What follows belongs to an exercise in optimizing a design on an open flow for small area; a production flow would make more cautious choices. In this exercise RTL edits were held to simulation tests only and were not proved equivalent to the original. No activity file was given, so power comes from the tool's default toggle rates.

`flow/design.v`:
```
module disp_7segment(
input [3:0] in,
output reg [6:0] segment);
always @(in)
casex (in)
	4'd0  : segment = 7'b1000000;
	4'd1  : segment = 7'b1111001;
	4'd2  : segment = 7'b0100100;
	4'd3  : segment = 7'b0110000;
	4'd4  : segment = 7'b0011001;
	4'd5  : segment = 7'b0010010;
	4'd6  : segment = 7'b0000010;
	4'd7  : segment = 7'b1111000;
	4'd8  : segment = 7'b0000000;
	4'd9  : segment = 7'b0010000;
	4'd10 : segment = 7'b0001000;
	4'd11 : segment = 7'b0000011;
	4'd12 : segment = 7'b1000110;
	4'd13 : segment = 7'b0100001;
	4'd14 : segment = 7'b0000110;
	4'd15 : segment = 7'b0001110;
	default : segment = 7'b1111111;
endcase
endmodule
module kypd(
input clk, rst, scan_en, sample_en, received,
input [3:0] row, 
output [3:0] col,
output reg new_cycle,
output reg [15:0] number
);
parameter [1:0] col0 = 2'd0, col1 = 2'd1, col2 = 2'd2, col3 = 2'd3;
reg [15:0] button;
reg [15:0] button_nxt;
reg [1:0] state;
reg [2:0] button_pressed_count;
reg [11:0] temp_number;
reg [3:0] temp;
reg [3:0] temp_nxt;
wire button_released;
assign button_released = sample_en & (|button) & ~(|button_nxt);
assign col[0] = (state == col0) ? 1'b0 : 1'b1; 
assign col[1] = (state == col1) ? 1'b0 : 1'b1;
assign col[2] = (state == col2) ? 1'b0 : 1'b1;
assign col[3] = (state == col3) ? 1'b0 : 1'b1;
always@(posedge clk) 
begin
	if(rst) 
		state <= col0;
	else if (scan_en)
		state <= state + 2'd1;
end
always@(*) 
begin
	button_nxt = button;
	case(state)
		col0: 
		begin
			button_nxt[1]  = ~row[0];  
			button_nxt[4]  = ~row[1];  
			button_nxt[7]  = ~row[2];  
			button_nxt[0]  = ~row[3];  
		end
		col1: 
		begin
			button_nxt[2]  = ~row[0];  
			button_nxt[5]  = ~row[1];  
			button_nxt[8]  = ~row[2];  
			button_nxt[15] = ~row[3];  
		end
		col2: 
		begin
			button_nxt[3]  = ~row[0];  
			button_nxt[6]  = ~row[1];  
			button_nxt[9]  = ~row[2];  
			button_nxt[14] = ~row[3];  
		end
		col3: 
		begin
			button_nxt[10] = ~row[0];  
			button_nxt[11] = ~row[1];  
			button_nxt[12] = ~row[2];  
			button_nxt[13] = ~row[3];  
		end
	endcase
end
always@(*) 
begin
	temp_nxt = temp;
	casez(button)
		16'b1???????????????: temp_nxt = 4'hf;
		16'b01??????????????: temp_nxt = 4'he;
		16'b001?????????????: temp_nxt = 4'hd;
		16'b0001????????????: temp_nxt = 4'hc;
		16'b00001???????????: temp_nxt = 4'hb;
		16'b000001??????????: temp_nxt = 4'ha;
		16'b0000001?????????: temp_nxt = 4'h9;
		16'b00000001????????: temp_nxt = 4'h8;
		16'b000000001???????: temp_nxt = 4'h7;
		16'b0000000001??????: temp_nxt = 4'h6;
		16'b00000000001?????: temp_nxt = 4'h5;
		16'b000000000001????: temp_nxt = 4'h4;
		16'b0000000000001???: temp_nxt = 4'h3;
		16'b00000000000001??: temp_nxt = 4'h2;
		16'b000000000000001?: temp_nxt = 4'h1;
		16'b0000000000000001: temp_nxt = 4'h0;
		default: temp_nxt = temp;
	endcase
end
always@(posedge clk) 
begin
	if (rst)
	begin
		button <= 16'd0;
		temp <= 4'd0;
	end
	else if (sample_en)
	begin
		button <= button_nxt;
		temp <= temp_nxt;
	end
end
always@(posedge clk)
begin
	if (rst)
	begin
		button_pressed_count <= 0;
		new_cycle <= 0;
		number <= 0;
		temp_number <= 0;
	end
	else if (button_released)
	begin
		if(received)
		begin
			button_pressed_count <= 0;
			new_cycle <= 0;
			number <= 0;
			temp_number <= 0;
		end
		else if(button_pressed_count == 3'd3)
		begin
			number <= {temp_number,temp_nxt};
			button_pressed_count <= button_pressed_count + 1;
			new_cycle <= 1'b1;
		end
		else if(button_pressed_count == 3'd2)
		begin
			temp_number[3:0] <= temp_nxt;
			button_pressed_count <= button_pressed_count + 1;
			new_cycle <= 1'b0;
		end
		else if(button_pressed_count == 3'd1)
		begin
			temp_number[7:4] <= temp_nxt;
			button_pressed_count <= button_pressed_count + 1;
			new_cycle <= 1'b0;
		end
		else if(button_pressed_count == 3'd0)
		begin
			temp_number[11:8] <= temp_nxt;
			button_pressed_count <= button_pressed_count + 1;
			new_cycle <= 1'b0;
		end
		else if(button_pressed_count == 3'd4)
		begin
			button_pressed_count <= 0;
			new_cycle <= 0;
			number <= 0;
			temp_number <= 0;
		end
	end
end
endmodule
module input_password(
input clk, rst, scan_en, sample_en,
input [3:0] row,
output [3:0] col,
output cycle_complete,
output [15:0] code
);
wire [15:0] number;
wire done;
wire received;
assign received = 1'b0;
kypd u1 (clk, rst, scan_en, sample_en, received, row, col, done, number);
assign cycle_complete = done;
assign code = number;
endmodule
module profiles(
input clk, rst, en, hold, write,
input [15:0] password,
input [3:0] selected_profile,
output valid
);
reg [15:0] profile [15:0];
reg [3:0] t_sel_prof;
reg [15:0] t_pass;
reg t_wr;
integer i;
assign valid = ~rst & ~hold & ~t_wr & (profile[t_sel_prof] == t_pass);
always@ (posedge clk)
begin
	if(rst)
	begin
		t_sel_prof  <= 4'd0;
		t_wr  <= 1'b0;
		t_pass <= 16'd0;
	end
	else if(en & ~hold)
	begin
		t_sel_prof  <= selected_profile;
		t_wr  <= write;
		t_pass <= password;
	end
end
always@ (posedge clk)
begin
	if(rst)
	begin
		for (i = 0; i < 16; i = i + 1)
			profile[i] <= 16'd0;
	end
	else if (en & ~hold & write)
		profile[selected_profile] <= password;
end
endmodule
module digital_lock(
input clk, rst, add_profile, d3_in,
input [3:0] profile_selected,
input [3:0] row,
output [3:0] col,
output [1:0] high, low,
output valid, 
output reg locked,
output [6:0] dis_code0, dis_code1, dis_code2, dis_code3
);
wire [15:0] code;
reg [15:0] pass_code;
wire input_done;
wire [3:0] t_prof_sel;
wire t_add_prof;
wire div_rise, div_fall;
reg [7:0] divcntr;
reg [15:0] d3_fix;
assign t_add_prof = add_profile;
assign t_prof_sel = profile_selected;
assign div_rise = (divcntr == 8'h7f);
assign div_fall = (divcntr == 8'hff);
assign high = 2'b11;
assign low = 2'b00;
input_password in_pass (clk, rst, div_rise, div_fall, row, col, input_done, code);
profiles prof (clk, rst, div_rise, ~input_done, t_add_prof, code, t_prof_sel, valid);
disp_7segment disp1 (pass_code[3:0]  , dis_code0);
disp_7segment disp2 (pass_code[7:4]  , dis_code1);
disp_7segment disp3 (pass_code[11:8] , dis_code2);
disp_7segment disp4 (pass_code[15:12], dis_code3);
always@ (posedge clk)
begin
	if (rst)
		pass_code <= 16'd0;
	else if (div_rise)
	begin
		if (input_done)
			pass_code <= code;
		else
			pass_code <= 16'd0;
	end
end
always@(posedge clk)
begin
	if (rst)
		divcntr <= 8'd0;
	else
		divcntr <= divcntr + 8'd1;
end
always@ (posedge clk)
begin
	if(rst)
	begin
		d3_fix <= {15'h7fff, 1'b0} | {15'd0, d3_in};
		locked <= 1'b0;
	end
	else if (div_rise)
	begin
		if (!locked)
			locked <= ~(&d3_fix);
		d3_fix <= {d3_fix[14:0], d3_in};
	end
end
endmodule
```
`flow/run.sh`:
```
#!/bin/bash
# synth_recipe.tcl (not shown) runs the flow's synth.tcl, then flattens the netlist and writes it again
# the make line also repeats each setting of config.mk as NAME=value (left out here)
make -C /OpenROAD-flow-scripts/flow DESIGN_CONFIG=/design/flow/config.mk WORK_HOME=/design/flow/orfs CLKGATE_MAP_FILE= SYNTH_SCRIPT=/design/flow/synth_recipe.tcl finish
```
`flow/config.mk`:
```
export PLATFORM = sky130hd
export DESIGN_NAME = digital_lock
export DESIGN_NICKNAME = digital_lock
export VERILOG_FILES = /design/flow/design.v
export SDC_FILE = /design/flow/constraint.sdc
export NUM_CORES = 4
export LEC_CHECK = 0
export CAP_MARGIN = 20
export CORE_MARGIN = 2
export CORE_UTILIZATION = 40
export SLEW_MARGIN = 20
```
`flow/constraint.sdc`:
```
create_clock -name core_clock -period 10.0 [get_ports {clk}]
set_input_delay 2.0000 -clock core_clock [delete_from_list [all_inputs] [get_ports {clk}]]
set_output_delay 2.0000 -clock core_clock [all_outputs]
set_load 0.01 [all_outputs]
```
==> reports/qor_table.md <==
| Result | Reported | Unit |
|---|---|---|
| Part of the total power dissipated in sequential elements | 52.7 | % |
| GRT Resource Usage Total | 20.2 | % |
| Average instance area after synthesis | 12.0 | sq um |
| Distinct cells, synth | 67 | - |
| Die span in y | 218 | um |
| Detailed-route vias per instance | 5.48 | - |
| Total wirelength of the detailed-routed design | 47300 | um |
| Required time at the worst-slack endpoint | 8.00 | ns |
| Overall Power | 3.48 | mW |
| Share of power burned in combinational logic | 2.8 | % |
| Placeable core area | 45200 | sq um |
| Post-synth EDFFs | 257 | - |
| Internal Dissipation | 2.74 | mW |
| Net total in the final layout | 1599 | - |
| Post-DRT Antenna Nets | 0 | - |
| Path category of the worst min-delay check | reg2reg | - |
| Clock latency on the worst-skew pair | 0.56 | ns |
| Pin count of the biggest net entering global routing | 86 | - |
| Status | finished clean | - |
| Detailed-routing iteration count for the pre-antenna-repair pass | 5 | - |
| DRC violations left | 0 | - |
| Worst voltage drop across the vdd grid | 0.102 | mV |
| Post-Syn Area | 18300 | sq um |
| Number of hold buffers added after CTS | 0 | - |
| Placed cell count | 2111 | - |
| R2R depth | 7 | - |
| Post-Route Hold Slack | 0.439 | ns |
| Portion of total power attributed to the clock network | 44.5 | % |
| Transition at the pin with the smallest max-transition slack | 0.969 | ns |
| Sum of negative setup slack | 0 | ns |
| RSZ-0062 raised after global routing | no | - |
| Global-route wire length before repair | 72300 | um |
| Sort of element at the end of the critical path | output pin | - |
| Count of non-filler cells in the finished layout | 2190 | - |
| Predominant post-synthesis flop cell | sky130_fd_sc_hd__edfxtp_1 | - |
| Initial DRC Count | 1146 | - |
| Tmin final | 6.87 | ns |
| Most common cell after layout, fill and taps aside | sky130_fd_sc_hd__and2_1 | - |
| Final-report setup violation count | 0 | - |
| Relative slew margins | 35.4 | % |
| Number of buffers created by CTS | 42 | - |
| Kind of critical path | in2out | - |
| Total leakage power | 7.24 | nW |
| Horizontal die dimension | 218 | um |
| I/O Buffers | 45 | - |
| Depth of the worst hold-timing path | 1 | - |
| Crit path max fanout | 85 | - |
| Most frequent cells in the layout | sky130_fd_sc_hd__and2_1, sky130_fd_sc_hd__edfxtp_1, sky130_fd_sc_hd__dfxtp_1 | - |
| Number of global-route vias before repair | 12000 | - |
| Proportion of register bits with asynchronous set or reset after synthesis | 0 | % |
| Final hold viol count | 0 | - |
| Maximum frequency from static timing analysis | 0.145 | GHz |
| Ports placed on the boundary | 50 | - |
| Final cycle utilization of the critical path | 68.7 | % |
| Count of synthesis-stage warnings from yosys | 4 | - |
| Endpoint arrival time on the critical path | 4.87 | ns |
| TritonCTS Sinks | 403 | - |
| Placed wire-length estimate | 29100 | um |
| Clock tree from TritonCTS | yes | - |
| Final global-route overflow total | 0 | - |
| Synthesis-stage register bit count | 403 | - |
| Gate Count Post-Synth | 1518 | - |
| Floorplan die area | 47400 | sq um |
| Fillcell total | 4040 | - |
| Initial Utilization | 40.4 | % |
| Antenna violations before repair | 3 | - |
| Clk pin slew, worst setup/hold paths | 0.06 | ns |
| Count of vias placed by the detailed router | 12000 | - |
| Number of core rows | 78 | - |
| Share of cells above drive strength 1 | 11.8 | % |
| Sw power | 732 | uW |
| Flop2flop setup slack | 6.93 | ns |
| Final setup margin | 3.13 | ns |
| Startpoint type of the worst setup path | primary input | - |
| Count of cells resized by post-cts repair | 0 | - |
| Root Buffer | sky130_fd_sc_hd__clkbuf_16 | - |
| Pins Over Slew Limit | 0 | - |
| Pre-CTS setup slack | 3.20 | ns |
| Max H-tree Level | 2 | - |
| Number of setup buffers added after CTS | 0 | - |
| Max clock buf depth | 3 | - |
| Final Skew | 0.0122 | ns |
| Weighted congestion at the end of routability-driven global placement | 0.848 | - |
| Fraction of power spent switching nets | 21.1 | % |
| Max cap viols | 0 | - |
| Power per Cell Area | 167 | nW/um^2 |
| Area delta synth->final | 13.8 | % |
| Detailed-route wire length per cell | 21.6 | um |
| Portion of the post-synthesis area used by sequential elements | 58.3 | % |
[cells by family after synthesis]
logic type	count (synthesis)	share of synthesized area (%)
AOI/OAI and AO/OA	235	7.85
xor gates and xnor gates	18	0.863
adders and majority gates	32	2.19
buffers and inverters	145	3.30
DFF	403	58.3
muxes	110	10.5
other	2	0.0411
and+or+nand+nor	573	17.0
[through the flow]
step | instance area, sq um | utilization [%]
3_5_place_dp | 19400 | 43.0
4_1_cts | 20800 | 46.0
5_1_grt | 20800 | 46.0
6_report | 20800 | 46.0
2_1_floorplan | 18300 | -
3_3_place_gp | 19400 | 43.0
[cell type report]
type / instances / area [sq um] / area share, %
Inverter: 41 / 154 / 0.741
Sequential cell: 403 / 10600 / 51.2
Clock buffer: 70 / 1270 / 6.10
Tap cell: 600 / 751 / 3.61
Timing Repair Buffer: 95 / 821 / 3.95
Antenna cell: 1 / 2.50 / 0.0120
Clock inverter: 8 / 83.8 / 0.403
Multi-Input combinational cell: 972 / 7050 / 33.9
[worst max-delay path, cell delays in order]
cell,delay [ns]
sky130_fd_sc_hd__buf_2,0.10
sky130_fd_sc_hd__buf_4,0.37
sky130_fd_sc_hd__nand2b_1,0.37
sky130_fd_sc_hd__a211oi_1,0.25
sky130_fd_sc_hd__o31ai_1,0.10
sky130_fd_sc_hd__or4_1,0.53
sky130_fd_sc_hd__nor4_2,0.49
sky130_fd_sc_hd__clkdlybuf4s50_1,0.63
[per-layer routing]
layer | part of all wire, % | track usage, % | vias to the layer above
li1 | - | - | 5570
met1 | 43 | 27.2 | 5995
met2 | 48 | 33.7 | 358
met3 | 6.5 | 3.77 | 78
met4 | 2.4 | 5.18 | 4
met5 | 0.070 | 0 | -
[final timing paths]
kind	start	endpoint
worst max-delay path	rst	valid
worst min-delay path	divcntr[0]	divcntr[0]
worst max register to register	divcntr[0]	dis_code1[3]
worst min register to register	divcntr[0]	divcntr[0]
[flip-flops by register name, indices dropped and copies added, names as in the netlist, named ones only]
name,flops
prof.t_sel_prof,4
prof.profile,256
in_pass.u1.temp_number,12
locked,1
dis_code0,7
in_pass.u1.button_pressed_count,2
dis_code2,7
d3_fix,16
in_pass.u1.button,16
pass_code,16
dis_code3,7
in_pass.u1.state,2
dis_code1,7
prof.t_pass,16
in_pass.u1.new_cycle,1
divcntr,8
in_pass.u1.number,16
prof.t_wr,1
in_pass.u1.temp,4
[cells in the mapped netlist (3+ instances only)]
master / number / area, sq um
sky130_fd_sc_hd__a31oi_1: 6 / 37.5
sky130_fd_sc_hd__mux4_2: 57 / 1280
sky130_fd_sc_hd__nand3_1: 45 / 225
sky130_fd_sc_hd__nor4b_1: 3 / 26.3
sky130_fd_sc_hd__nand2b_1: 5 / 31.3
sky130_fd_sc_hd__o32ai_1: 5 / 43.8
sky130_fd_sc_hd__nand4_1: 12 / 75.1
sky130_fd_sc_hd__nor4_1: 3 / 18.8
sky130_fd_sc_hd__buf_2: 10 / 50.1
sky130_fd_sc_hd__and3_1: 5 / 31.3
sky130_fd_sc_hd__clkbuf_1: 78 / 293
sky130_fd_sc_hd__o22ai_1: 13 / 81.3
sky130_fd_sc_hd__ha_1: 32 / 400
sky130_fd_sc_hd__xor2_1: 7 / 61.3
sky130_fd_sc_hd__buf_4: 7 / 52.6
sky130_fd_sc_hd__buf_1: 6 / 22.5
sky130_fd_sc_hd__a22o_1: 16 / 140
sky130_fd_sc_hd__or2_2: 4 / 25.0
sky130_fd_sc_hd__edfxtp_1: 257 / 7720
sky130_fd_sc_hd__a21oi_1: 87 / 435
sky130_fd_sc_hd__a22oi_1: 16 / 120
sky130_fd_sc_hd__and2_1: 260 / 1630
sky130_fd_sc_hd__nor3_1: 17 / 85.1
sky130_fd_sc_hd__mux4_1: 6 / 158
sky130_fd_sc_hd__or4_1: 5 / 37.5
sky130_fd_sc_hd__nand3b_1: 5 / 37.5
sky130_fd_sc_hd__nor2_1: 81 / 304
sky130_fd_sc_hd__mux2i_1: 46 / 460
sky130_fd_sc_hd__nand4b_1: 3 / 26.3
sky130_fd_sc_hd__nor2b_1: 9 / 56.3
sky130_fd_sc_hd__inv_1: 38 / 143
sky130_fd_sc_hd__o221ai_1: 3 / 26.3
sky130_fd_sc_hd__xnor2_1: 11 / 96.3
sky130_fd_sc_hd__dfxtp_1: 146 / 2920
sky130_fd_sc_hd__a211oi_1: 5 / 37.5
sky130_fd_sc_hd__or3_1: 5 / 31.3
sky130_fd_sc_hd__nand2_1: 101 / 379
sky130_fd_sc_hd__and4_1: 3 / 26.3
sky130_fd_sc_hd__o21ai_0: 61 / 305
[power groups by stage]
| stage | combinational, mW | sequential [mW] | clock, mW |
|---|---|---|---|
| after detailed placement | 0.0969 | 1.87 | 0 |
| after CTS | 0.0971 | 1.83 | 1.57 |
| after global routing | 0.103 | 1.84 | 1.64 |
| after floorplan | 0.0572 | 1.86 | 0 |
| after global placement | 0.0958 | 1.87 | 0 |
| final | 0.0963 | 1.83 | 1.55 |

[re-timing with driven ports]
In the flow no input, the clock included, has a driving cell. The finished layout below was timed again as built, in two steps. Step 1 assumes that a clkbuf_16 drives the clock port and a buf_2 every other input. Step 2 moves the port delays by t, midway between the first and last clock arrival at a register: inputs arrive t later, outputs are due t later. That takes back most of the time a late clock gives input paths. Three values: no drivers, after step 1, after step 2; two values: the first two.
shift t [ns]: 0.605
setup slack, ns: 3.125 / 3.106 / 3.106
clock arrival spread, ns: 0.019 / 0.019
After both steps setup and hold are still met in this run. For this run, drivers alone change the setup slack by -0.019 ns; drivers and shift together by -0.019 ns.
